Context: an optimization exercise on an open-source flow, tuned for small area. The choices shown serve that exercise and are no tape-out recipe.
Function was checked by simulation only, so behaviour that the tests miss may differ from the original.

$ cat flow/standard.sh
#!/bin/bash
# synth_recipe.tcl (not shown) runs the flow's synth.tcl, then flattens the netlist and writes it again
# the make line also repeats each setting of config.mk as NAME=value (left out here)
make -C /OpenROAD-flow-scripts/flow DESIGN_CONFIG=/design/flow/config.mk WORK_HOME=/design/flow/orfs CLKGATE_MAP_FILE= SYNTH_SCRIPT=/design/flow/synth_recipe.tcl "${@:-finish}"
$ cat flow/design.v
module life(input logic clk,
            input logic reset,
            input logic [9:0][9:0] init,
            output logic [9:0][9:0] out);
    logic [9:0][9:0] state_n;
    logic [9:0][9:0] nextstate;
    logic [9:0][9:0] d_n;
    logic reset_n;
    always_ff @(posedge clk)
        state_n <= d_n;
    assign reset_n = ~reset;
    logic [1:0] vn [10][10];
    logic [2:0] tn [10][5];
    genvar r, c;
    generate
        for (r = 0; r < 10; r = r + 1) begin : g_row
            for (c = 0; c < 10; c = c + 1) begin : g_col
                life_fa u_col(.a(state_n[(r + 9) % 10][c]),
                              .b(state_n[r][c]),
                              .c(state_n[(r + 1) % 10][c]),
                              .s(vn[r][c][0]),
                              .co(vn[r][c][1]));
            end
            for (c = 0; c < 10; c = c + 2) begin : g_pair
                life_pair u_pair(.va(vn[r][c]), .vb(vn[r][c + 1]), .t(tn[r][c / 2]));
            end
            for (c = 0; c < 10; c = c + 2) begin : g_cell
                life_rule2 u_rule(.tn(tn[r][c / 2]),
                                  .wln(vn[r][(c + 9) % 10]),
                                  .wrn(vn[r][(c + 2) % 10]),
                                  .xan(state_n[r][c]),
                                  .xbn(state_n[r][c + 1]),
                                  .ya(nextstate[r][c]),
                                  .yb(nextstate[r][c + 1]));
            end
            for (c = 0; c < 10; c = c + 1) begin : g_load
                life_load u_load(.reset(reset),
                                 .reset_n(reset_n),
                                 .init(init[r][c]),
                                 .y(nextstate[r][c]),
                                 .d_n(d_n[r][c]));
            end
        end
    endgenerate
    assign out = nextstate;
endmodule
module life_fa(input logic a, b, c,
               output logic s, co);
    assign s = a ^ b ^ c;
    assign co = (a & b) | (a & c) | (b & c);
endmodule
module life_ha(input logic a, b,
               output logic s, co);
    assign s = a ^ b;
    assign co = a & b;
endmodule
module life_pair(input logic [1:0] va, vb,
                 output logic [2:0] t);
    logic k;
    life_ha u_lo(.a(va[0]), .b(vb[0]), .s(t[0]), .co(k));
    life_fa u_hi(.a(va[1]), .b(vb[1]), .c(k), .s(t[1]), .co(t[2]));
endmodule
module life_rule2(input logic [2:0] tn,
                  input logic [1:0] wln, wrn,
                  input logic xan, xbn,
                  output logic ya, yb);
    logic n_t02, n_t2t1;
    assign n_t02 = ~(tn[0] & tn[2]);
    assign n_t2t1 = ~(tn[2] & ~tn[1]);
    life_rule1 u_a(.tn(tn), .wn(wln), .xn(xan), .n_t02(n_t02), .n_t2t1(n_t2t1), .y(ya));
    life_rule1 u_b(.tn(tn), .wn(wrn), .xn(xbn), .n_t02(n_t02), .n_t2t1(n_t2t1), .y(yb));
endmodule
module life_rule1(input logic [2:0] tn,
                  input logic [1:0] wn,
                  input logic xn, n_t02, n_t2t1,
                  output logic y);
    logic lo_none, lo_x, lo, hi_nb, hi, big_n;
    assign lo_none = ~(wn[0] | tn[0]);
    assign lo_x = ~(xn | lo_none);
    assign lo = ~((wn[0] & tn[0]) | lo_x);
    assign hi_nb = ~(wn[1] | n_t2t1);
    assign hi = ~((tn[1] & n_t02 & wn[1]) | hi_nb);
    assign big_n = ~(tn[2] & lo_none & hi);
    assign y = ~((lo | hi) & big_n);
endmodule
module life_load(input logic reset, reset_n, init, y,
                 output logic d_n);
    assign d_n = ~((reset | y) & (reset_n | init));
endmodule
$ cat flow/flow/abc.script
strash; &get -n; &deepsyn -T 30; &put; dch -f; amap; topo
$ cat flow/constraint.sdc
create_clock -name core_clock -period 6.0 [get_ports {clk}]
set_input_delay 1.2000 -clock core_clock [delete_from_list [all_inputs] [get_ports {clk}]]
set_output_delay 1.2000 -clock core_clock [all_outputs]
set_load 0.01 [all_outputs]
$ cat flow/config.mk
export PLATFORM = sky130hd
export DESIGN_NAME = life
export DESIGN_NICKNAME = life
export VERILOG_FILES = /design/flow/design.v
export SDC_FILE = /design/flow/constraint.sdc
export NUM_CORES = 4
export LEC_CHECK = 0
export CAP_MARGIN = 20
export CORE_MARGIN = 2
export CORE_UTILIZATION = 40
export CTS_BUF_LIST = sky130_fd_sc_hd__clkbuf_8
export CTS_CLUSTER_SIZE = 20
export SLEW_MARGIN = 20
export SYNTH_HIERARCHICAL = 1
$ cat flow/flow/synth.tcl
proc synth {args} { yosys synth -nofsm -noshare {*}$args }
proc abc {args} {
  if {[info exists ::env(MY_ABC_SCRIPT)]} {
    set i [lsearch -exact $args -script]
    if {$i >= 0} { set args [lreplace $args [expr {$i+1}] [expr {$i+1}] $::env(MY_ABC_SCRIPT)] }
    set i [lsearch -exact $args -D]
    if {$i >= 0} { set args [lreplace $args $i [expr {$i+1}]] }
  }
  yosys abc {*}$args
}
proc extract_fa {args} {
  if {[info exists ::env(MY_FA_SEL)]} {
    yosys extract_fa {*}$args {*}$::env(MY_FA_SEL)
  } else {
    yosys extract_fa {*}$args
  }
}
source $::env(SCRIPTS_DIR)/synth.tcl
# left out here: clear keep_hierarchy, flatten, clean up, hide names made inside functions, write 1_2_yosys.v
$ cat flow/flow/run.sh
#!/bin/bash
# Own layout flow: the standard ORFS flow, with two changes.
#  1. Synthesis is the standard script (flow/synth.tcl is synth_recipe.tcl
#     plus two wrappers): ABC maps with flow/abc.script, an area-oriented
#     script, instead of ORFS's delay-driven one, and Yosys's full-adder
#     extraction only runs on the adder modules (life_fa, life_ha).
#  2. Ports are buffered with buf_1 instead of the cell buffer_ports picks.
# Every tool's output goes to a log file in the work folder.
set -euo pipefail
W=$(pwd)
export MY_ABC_SCRIPT=$W/flow/abc.script
export MY_FA_SEL="life_fa life_ha"
bash standard.sh SYNTH_SCRIPT=$W/flow/synth.tcl synth > $W/synth.log 2>&1
bash standard.sh "BUFFER_PORTS_ARGS=-buffer_cell sky130_fd_sc_hd__buf_1" finish > $W/layout.log 2>&1
test -f out/final.def
==> results of run 1 <==
[cells in the mapped netlist]
library cell and instances:
nor2_1 300, fa_1 150, a21oi_1 100, a31oi_1 100, dfxtp_1 100, nand3_1 100
o21ai_0 100, o22ai_1 100, ha_1 50, nand2_1 50, nand2b_1 50, clkinv_1 1
[cells by family after synthesis]
family | Yosys count | synth area share (%)
adders and majority gates | 200 | 36.2
buffers and inverters | 1 | 0.0374
and+or+nand+nor | 500 | 21.2
AOI/OAI and AO/OA | 400 | 22.5
DFF | 100 | 20.0
[layout make-up]
type | count | area, sq um | share of cell area (%)
Clock buffer | 11 | 151 | 1.33
Clock inverter | 4 | 17.5 | 0.154
Inverter | 1 | 5.00 | 0.0440
Multi-Input combinational cell | 1100 | 8010 | 70.5
Sequential cell | 100 | 2000 | 17.6
Tap cell | 324 | 405 | 3.57
Timing Repair Buffer | 203 | 773 | 6.81
[metal layers]
layer	part of all wire, %	wire length [um]
met4	1.7	541
met1	46	14400
met3	4.9	1550
met5	0	0
met2	48	15000
[modules after synthesis (local to each module, per instance), excerpt]
module	cell area, sq um	flip-flops and latches	cells	copies in the design
life_rule2	10.0	0	2	50
life_rule1	32.5	0	7	100
life_load	6.26	0	1	100
life_fa	20.0	0	1	150
life_ha	12.5	0	1	50
life	2010	100	101	1
[through the flow]
step	utilization [%]	std cells
4_1_cts	46.4	1743
6_report	46.4	1743
3_3_place_gp	45.8	1728
5_1_grt	46.4	1743
3_5_place_dp	45.8	1728
2_1_floorplan	-	1201
[tightest hold or removal path, cell delays in order (launching register included)]
cell and delay [ns]:
dfxtp_1 0.41, nor2_1 0.13, a21oi_1 0.04, o21ai_0 0.21, o22ai_1 0.09
[worst paths after layout]
path	end	slack [ns]	cells past startpoint
worst max-delay path	out[39]	1.66	8
worst min-delay path	state_n[50]	0.93	4
worst min register to register	state_n[50]	0.93	4
worst max register to register	state_n[82]	3.09	8
==> flow_summary.toml, run 1 <==
[cts]
clock_latency_ns = 0.38
clockBufferDepth = 2
clk_pin_slew_ns = 0.10
tritoncts = "done"
cts_root_buffer = "clkbuf_8"
ctsHoldBuffers = 0
cts.sinks = 100
htreeDepth = 3
cts_setup_buffers = 0
cts_resized = 0
cts_buffers = 9

[sta]
worst_pin_slew_ns = 0.737
period_share_pct = 72.4
hold_violations = 0
whs_ns = 0.926
finClkSkew_ns = 0.0128
slew_violations = 0
setup_tns_ns = 0
relSlewSlack_pct = 50.8
timing.fmax_ghz = 0.230
finalCriticalPeriod_ns = 4.34
rsz0062_at_grt = "false"
worst_slack_ns = 1.66
finalSetupViolCount = 0

[run_status]
status = "no timing/DRC/antenna violations"

[routing]
ant_nets = 0
drc = 0
viasPerCell = 5.70
drt-total-wl_um = 31400
drt_first_pass_iters = 6
vias = 9931
wl_per_cell_um = 18.0
drt_iter0_markers = 770

[finish]
layout_commonest_cell = "nor2_1"
top_regs = "state_n (100)"
top_register = "state_n"
fillCellCount = 2399
largest_reg_flops = 100
insertedDiodeCount = 0
final_cell_mix = "300 x nor2_1, 200 x buf_1, 150 x fa_1"
drive_above_1_share_pct = 1.20
final_area_sq_mm = 0.0114
fin_nets = 1717
area_growth_pct = 13.5

[place]
dp_hpwl_um = 26900
routabilityCongestion = 0.936
place_area_sq_mm = 0.0112
numPortBuffers = 201
pre_cts_slack_ns = 2.07

[yosys]
netlist_instances = 1201
synthesis.nets = 1503
yosys_warnings = 9
synth_area_leader_cell = "fa_1"
syn_avg_cell_area_sq_um = 8.34
ys_top_cells_by_area = "fa_1 30%, dfxtp_1 20%, nor2_1 11%"
synth.cell_area_sq_mm = 0.0100
yosys.cell_types.count = 12
ys_seq_area_share_pct = 20.0
synth_seq_cells = 100
yosysTopAreaCellShare_pct = 30.0

[floorplanning]
rows = 57
fp.dieArea_sq_mm = 0.0263
core_sq_mm = 0.0245
start_util_pct = 40.9
floorplan.die.height_um = 162
ios = 202
die_w_um = 162

[worst_setup_path]
critical_path_required_ns = 4.80
cp_max_fo = 4
critPathKind = "flop to primary output"
crit_chain = "fa_1, ha_1, fa_1, nand2b_1, nor2_1, a31oi_1, o21ai_0, buf_1"
cp_common_cell = "fa_1"
regToRegStartpoint = "state_n[83]"
crit_slowest_cell = "dfxtp_1"
cpPeakStageDelay_ns = 0.58
crit_family = "adder cells"
worstPathArrival_ns = 3.14
end_kind = "primary output"
path_buf_inv = 1
crit_path_start = "state_n[38]"
start_kind = "flop"

[grt]
gr-usage-met2_pct = 41.3
grt_pass1_vias = 9493
grt_usage_pct = 24.5
grt_max_degree = 54
gr-usage-met1_pct = 34.0
antenna_found_initial = 0
grtUsageMet3_pct = 2.58
grt-ovfl-total = 0
grt_busiest_layer = "met2"
grt_pass1_wl_um = 50100

[run]
cap_violations = 0

[min_path]
min_path_type = "flop to flop"
min-delay-start = "state_n[50]"
==> run 2, diff against run 1 <==
--- a/flow/config.mk
+++ b/flow/config.mk
@@ -9,6 +9,7 @@
 export CORE_MARGIN = 2
 export CORE_UTILIZATION = 40
-export CTS_BUF_LIST = sky130_fd_sc_hd__clkbuf_8
-export CTS_CLUSTER_SIZE = 20
+export CTS_BUF_LIST = sky130_fd_sc_hd__clkbuf_16
+export CTS_CLUSTER_DIAMETER = 150
+export CTS_CLUSTER_SIZE = 40
 export SLEW_MARGIN = 20
 export SYNTH_HIERARCHICAL = 1
==> flow_summary.toml, run 2 <==
[yosys]
synth.cell_area_sq_mm = 0.0100
synth-compound-area-share_pct = 22.5
ys_seq_area_share_pct = 20.0
ys_top_cells_by_area = "fa_1 30%, dfxtp_1 20%, nor2_1 11%"
synth_top_family_by_area = "adder cells"
synth_area_leader_cell = "fa_1"
yosys.cell_types.count = 12
syn_avg_cell_area_sq_um = 8.34
yosysMostFrequentCell = "nor2_1"
yosysTopAreaCellShare_pct = 30.0
synthArstFlopShare_pct = 0
synth_seq_cells = 100
synthFlopType = "dfxtp_1"
synthAdderAreaFrac_pct = 36.2
yosys-top-cells-count = "300 x nor2_1, 150 x fa_1"
synthesis.nets = 1503
netlist_instances = 1201
synthMuxAreaShare_pct = 0
synth-xor-area-share_pct = 0
yosys_warnings = 9
synth-edff-count = 0
yosys.area_share.simple_pct = 21.2

[finish]
fillCellCount = 2404
seq_area_sq_mm = 0.00200
largest_reg_flops = 100
top_register = "state_n"
area_growth_pct = 14.3
fin_nets = 1717
final_cell_mix = "300 x nor2_1, 200 x buf_1, 150 x fa_1"
multi_input_area_sq_mm = 0.00801
top_regs = "state_n (100)"
layout_commonest_cell = "nor2_1"
insertedDiodeCount = 0
drive_above_1_share_pct = 1.06

[grt]
grt-ovfl-total = 0
grt_pass1_vias = 9507
grt_usage_pct = 24.5
grt_pass1_wl_um = 50100
grt_max_degree = 54
antenna_found_initial = 0

[cts]
tritoncts = "done"
cts_buffers = 9
cts.sinks = 100
cts_resized = 0
cts_root_buffer = "clkbuf_16"
ctsHoldBuffers = 0
cts_setup_buffers = 0
clockBufferDepth = 2
clock_latency_ns = 0.35
htreeDepth = 3
clk_pin_slew_ns = 0.07

[place]
pre_cts_slack_ns = 2.07
routabilityCongestion = 0.936
numPortBuffers = 201
dp_hpwl_um = 26900

[worst_setup_path]
cpPeakStageDelay_ns = 0.56
end_kind = "primary output"
crit_slowest_cell = "dfxtp_1"
rrSetupSlack_ns = 3.09
cp_max_fo = 4
start_kind = "flop"
cp_common_cell = "fa_1"
r2r_end = "state_n[62]"
regToRegStartpoint = "state_n[73]"
critical_path_required_ns = 4.80
crit_chain = "fa_1, ha_1, fa_1, nand2b_1, nor2_1, a31oi_1, o21ai_0, buf_1"
worstPathArrival_ns = 3.11
reg2reg_depth = 8
critPathKind = "flop to primary output"

[routing]
wl_met2_um = 14900
drt_iter0_markers = 670
met3_length_um = 1580
drc = 0
wl_per_cell_um = 18.0
highest_layer = "met4"
viasPerCell = 5.71
drt-total-wl_um = 31400
drt_first_pass_iters = 5
vias = 9950
ant_nets = 0
m1WireLength_um = 14400

[sta]
finalSetupViolCount = 0
worst_pin_slew_ns = 0.726
finClkSkew_ns = 0.0110
timing.fmax_ghz = 0.232
worst_slack_ns = 1.69
period_share_pct = 71.9
slew_violations = 0
hold_violations = 0
rsz0062_at_grt = "false"
finalCriticalPeriod_ns = 4.31
relSlewSlack_pct = 51.5
setup_tns_ns = 0

[min_path]
min_path_type = "flop to flop"
min_path_cells = 4
min-delay-start = "state_n[50]"
hold-path-endpoint = "state_n[50]"

[floorplanning]
floorplan.die.height_um = 162
fp.dieArea_sq_mm = 0.0263
start_util_pct = 40.9
core_sq_mm = 0.0245
rows = 57
die_w_um = 162
ios = 202

[run_status]
status = "no timing/DRC/antenna violations"

[run]
cap_violations = 0
[run 2: cell types whose count changed in the layout (fill, tap and decap cells not counted), sizes merged]
| cell | change |
|---|---|
| clkbuf | -2 |
| clkinv | +2 |
[run 2: per-module statistics from Yosys (local to each module, per instance), excerpt]
module,times used,cells inside,flip-flops and latches
life_rule2,50,2,0
life_ha,50,1,0
life_rule1,100,7,0
life_fa,150,1,0
life_load,100,1,0
life,1,101,100
[run 2: logic make-up after synthesis]
kind of cell / Yosys count
compound gates: 400
fa+ha+maj: 200
simple gates: 500
flops: 100
buf+inv: 1
[run 2: layer usage]
layer,GRT usage [%],vias up
li1,-,4880
met1,33.9,4718
met2,41.5,317
met3,2.73,35
met4,5.59,0
met5,0,-
[run 2: layout make-up]
| cell class | count | share of cell area (%) |
|---|---|---|
| Multi-Input combinational cell | 1100 | 70.0 |
| Clock buffer | 9 | 1.97 |
| Inverter | 1 | 0.0437 |
| Timing Repair Buffer | 203 | 6.76 |
| Sequential cell | 100 | 17.5 |
| Clock inverter | 6 | 0.219 |
| Tap cell | 324 | 3.54 |
[run 2: worst max-delay path by stage]
stage	start	slack (ns)	end
after floorplan	state_n[10]	2.59	out[11]
after global placement	state_n[38]	2.09	out[39]
after detailed placement	state_n[38]	2.07	out[38]
after CTS	state_n[38]	1.67	out[38]
after global routing	state_n[83]	1.47	out[82]
final	state_n[38]	1.69	out[38]
[run 2: per-stage QoR]
| step | hold slack [ns] | instance area [sq um] | utilization, % | std cells |
|---|---|---|---|---|
| after floorplan | 0.921 | 10000 | - | 1201 |
| after global placement | 0.920 | 11200 | 45.8 | 1728 |
| after detailed placement | 0.928 | 11200 | 45.8 | 1728 |
| after CTS | 0.947 | 11400 | 46.8 | 1743 |
| after global routing | 0.997 | 11400 | 46.8 | 1743 |
| final | 0.922 | 11400 | 46.8 | 1743 |
[run 2: critical path, delay by kind of cell, from the launching register on]
kind,cells,cell delay (ns)
AOI/OAI and AO/OA,2,0.47
adders and majority gates,3,1.24
buffers and inverters,1,0.20
DFF,1,0.56
and+or+nand+nor,2,0.30
==> run 3, diff against run 2 <==
--- a/flow/flow/run.sh
+++ b/flow/flow/run.sh
@@ -6,4 +6,5 @@
 #     extraction only runs on the adder modules (life_fa, life_ha).
 #  2. Ports are buffered with buf_1 instead of the cell buffer_ports picks.
+#  3. Clock tree synthesis uses clkbuf_8 and no dummy loads.
 # Every tool's output goes to a log file in the work folder.
 set -euo pipefail
@@ -12,4 +13,5 @@
 export MY_FA_SEL="life_fa life_ha"
 bash standard.sh SYNTH_SCRIPT=$W/flow/synth.tcl synth > $W/synth.log 2>&1
-bash standard.sh "BUFFER_PORTS_ARGS=-buffer_cell sky130_fd_sc_hd__buf_1" finish > $W/layout.log 2>&1
+bash standard.sh "BUFFER_PORTS_ARGS=-buffer_cell sky130_fd_sc_hd__buf_1" \
+  "CTS_ARGS=-sink_clustering_enable -repair_clock_nets -dont_use_dummy_load -buf_list sky130_fd_sc_hd__clkbuf_8" finish > $W/layout.log 2>&1
 test -f out/final.def
--- a/flow/config.mk
+++ b/flow/config.mk
@@ -9,7 +9,4 @@
 export CORE_MARGIN = 2
 export CORE_UTILIZATION = 40
-export CTS_BUF_LIST = sky130_fd_sc_hd__clkbuf_16
-export CTS_CLUSTER_DIAMETER = 150
-export CTS_CLUSTER_SIZE = 40
 export SLEW_MARGIN = 20
 export SYNTH_HIERARCHICAL = 1
==> flow_summary.toml, run 3 <==
[place]
place_area_sq_mm = 0.0112
dpl.cell_count = 1728
numPortBuffers = 201
routabilityCongestion = 0.936
dp_hpwl_um = 26900

[finish]
layout_commonest_cell = "nor2_1"
multi_input_area_sq_mm = 0.00801
final_cell_mix = "300 x nor2_1, 200 x buf_1, 150 x fa_1"
fin_nets = 1717
fillCellCount = 2407
seq_area_sq_mm = 0.00200
area_growth_pct = 13.0
final_area_sq_mm = 0.0113
largest_reg_flops = 100
drive_above_1_share_pct = 0.920
top_register = "state_n"
top_regs = "state_n (100)"
insertedDiodeCount = 0
stdcell_count = 1737

[min_path]
min-delay-start = "state_n[50]"
min_path_type = "flop to flop"
min_path_cells = 4
hold-path-endpoint = "state_n[50]"

[yosys]
syn_avg_cell_area_sq_um = 8.34
synth_top_family_by_area = "adder cells"
yosysMostFrequentCell = "nor2_1"
synth-compound-area-share_pct = 22.5
synthArstFlopShare_pct = 0
ys_top_cells_by_area = "fa_1 30%, dfxtp_1 20%, nor2_1 11%"
synthAdderAreaFrac_pct = 36.2
yosys.area_share.simple_pct = 21.2
yosys.cell_types.count = 12
synth_seq_cells = 100
synth-xor-area-share_pct = 0
ys_seq_area_share_pct = 20.0
yosys_warnings = 9
yosys-top-cells-count = "300 x nor2_1, 150 x fa_1"
synthesis.nets = 1503
netlist_instances = 1201
synth_area_leader_cell = "fa_1"
synthMuxAreaShare_pct = 0
synth-edff-count = 0
synth.cell_area_sq_mm = 0.0100
synthFlopType = "dfxtp_1"
yosysTopAreaCellShare_pct = 30.0

[floorplanning]
core_sq_mm = 0.0245
floorplan.die.height_um = 162
ios = 202
start_util_pct = 40.9
fp.dieArea_sq_mm = 0.0263
rows = 57
die_w_um = 162

[grt]
gr-usage-met1_pct = 33.8
grt-ovfl-total = 0
grt_max_degree = 54
grtUsageMet3_pct = 2.86
grt_busiest_layer = "met2"
gr-usage-met2_pct = 41.4
grt_pass1_vias = 9504
grt_pass1_wl_um = 50100
grt_usage_pct = 24.5
antenna_found_initial = 0

[routing]
drt_iter0_markers = 735
drc = 0
wl_per_cell_um = 18.1
ant_nets = 0
vias = 9884
drt-total-wl_um = 31500
viasPerCell = 5.69
drt_first_pass_iters = 6

[sta]
setup_tns_ns = 0
hold_violations = 0
worst_pin_slew_ns = 0.734
slew_violations = 0
finalSetupViolCount = 0
timing.fmax_ghz = 0.230
period_share_pct = 72.5
rsz0062_at_grt = "false"
finClkSkew_ns = 0.0194
finalCriticalPeriod_ns = 4.35
relSlewSlack_pct = 51.0

[worst_setup_path]
end_kind = "primary output"
path_buf_inv = 1
regToRegStartpoint = "state_n[73]"
cp_common_cell = "fa_1"
crit_chain = "fa_1, ha_1, fa_1, nand2b_1, nor2_1, a31oi_1, o21ai_0, buf_1"
rrSetupSlack_ns = 3.08
start_kind = "flop"
cpPeakStageDelay_ns = 0.57
crit_slowest_cell = "dfxtp_1"
critPathKind = "flop to primary output"
cp_max_fo = 4
r2r_end = "state_n[62]"
critical_path_required_ns = 4.80
worstPathArrival_ns = 3.15
reg2reg_depth = 8
crit_family = "adder cells"

[cts]
cts_setup_buffers = 0
clock_latency_ns = 0.38
clockBufferDepth = 2
clk_pin_slew_ns = 0.10
cts_resized = 0
cts_buffers = 9
ctsHoldBuffers = 0
cts_root_buffer = "clkbuf_8"
tritoncts = "done"
htreeDepth = 3
cts.sinks = 100

[run_status]
status = "no timing/DRC/antenna violations"

[run]
cap_violations = 0
[run 3: cell types whose count changed in the layout (fill, tap and decap cells not counted), sizes merged]
cell	previous run	this run
clkinv	5	1
inv	2	0
[run 3: cells by family (layout without fill, tap and decap cells)]
family | after synthesis | in the layout
compound gates | 400 | 400
flops | 100 | 100
simple gates | 500 | 500
buf+inv | 1 | 213
fa+ha+maj | 200 | 200
[run 3: worst max path at each step]
stage,startpoint,end,slack (ns),depth (start not counted)
after global placement,state_n[38],out[39],2.09,8
after global routing,state_n[83],out[82],1.41,8
final,state_n[38],out[39],1.65,8
after CTS,state_n[38],out[38],1.63,8
after floorplan,state_n[10],out[11],2.59,7
after detailed placement,state_n[38],out[38],2.07,8
[run 3: layer usage]
metal  up-vias  wire length (um)  share of wire [%]
met3        36              1720                5.5
met2       309             14900                 47
met4         0               564                1.8
met5         -                 0                  0
met1      4671             14300                 45
li1       4868                 -                  -
[run 3: worst reg2reg max path: stages (launching register included)]
cell and delay, ns:
dfxtp_1 0.56, fa_1 0.54, ha_1 0.22, fa_1 0.47, nand2b_1 0.18, nor2_1 0.10, a31oi_1 0.06, o21ai_0 0.41
o22ai_1 0.23
[run 3: final cells by class]
class,count,share of cell area (%)
Inverter,1,0.0442
Sequential cell,100,17.7
Tap cell,324,3.58
Multi-Input combinational cell,1100,70.8
Timing Repair Buffer,203,6.83
Clock buffer,9,1.09
[run 3: metrics by stage]
stage          setup WS, ns  utilization, %  hold WS [ns]
3_3_place_gp           2.09            45.8         0.920
4_1_cts                1.63            46.3         0.952
3_5_place_dp           2.07            45.8         0.928
2_1_floorplan          2.59               -         0.921
6_report               1.65            46.3         0.928
5_1_grt                1.41            46.3         0.980
[run 3: per-module statistics from Yosys (local to each module, per instance), excerpt]
module / flip-flops and latches / cells
life_rule2: 0 / 2
life_load: 0 / 1
life_ha: 0 / 1
life: 100 / 101
life_rule1: 0 / 7
life_fa: 0 / 1

## re-timing with driven ports
The results above use ideal ports. As a check the final layouts listed here were re-extracted and re-timed, cells and wires unchanged. Step 1, drivers: a clkbuf_16 drives clk and a buf_2 each remaining input, both assumed. Step 2 also shifts input and output timing later by t, the mid clock arrival at the registers, as if the neighbouring blocks saw the same clock. Three values: no drivers, after step 1, after step 2; two values: the first two.
| run | t, ns | setup slack, ns | hold WS [ns] | worst setup path after step 2 | clock arrival spread, ns |
|---|---|---|---|---|---|
| run 1 | 0.417 | 1.655 / 1.611 / 2.029 | 0.926 / 0.926 / 0.926 | register to output | 0.013 / 0.013 |
| run 2 | 0.396 | 1.688 / 1.638 / 2.034 | 0.922 / 0.922 / 0.922 | register to output | 0.011 / 0.011 |
| run 3 | 0.418 | 1.650 / 1.606 / 2.024 | 0.928 / 0.928 / 0.928 | register to output | 0.020 / 0.020 |
After both steps every run listed still meets setup and hold.
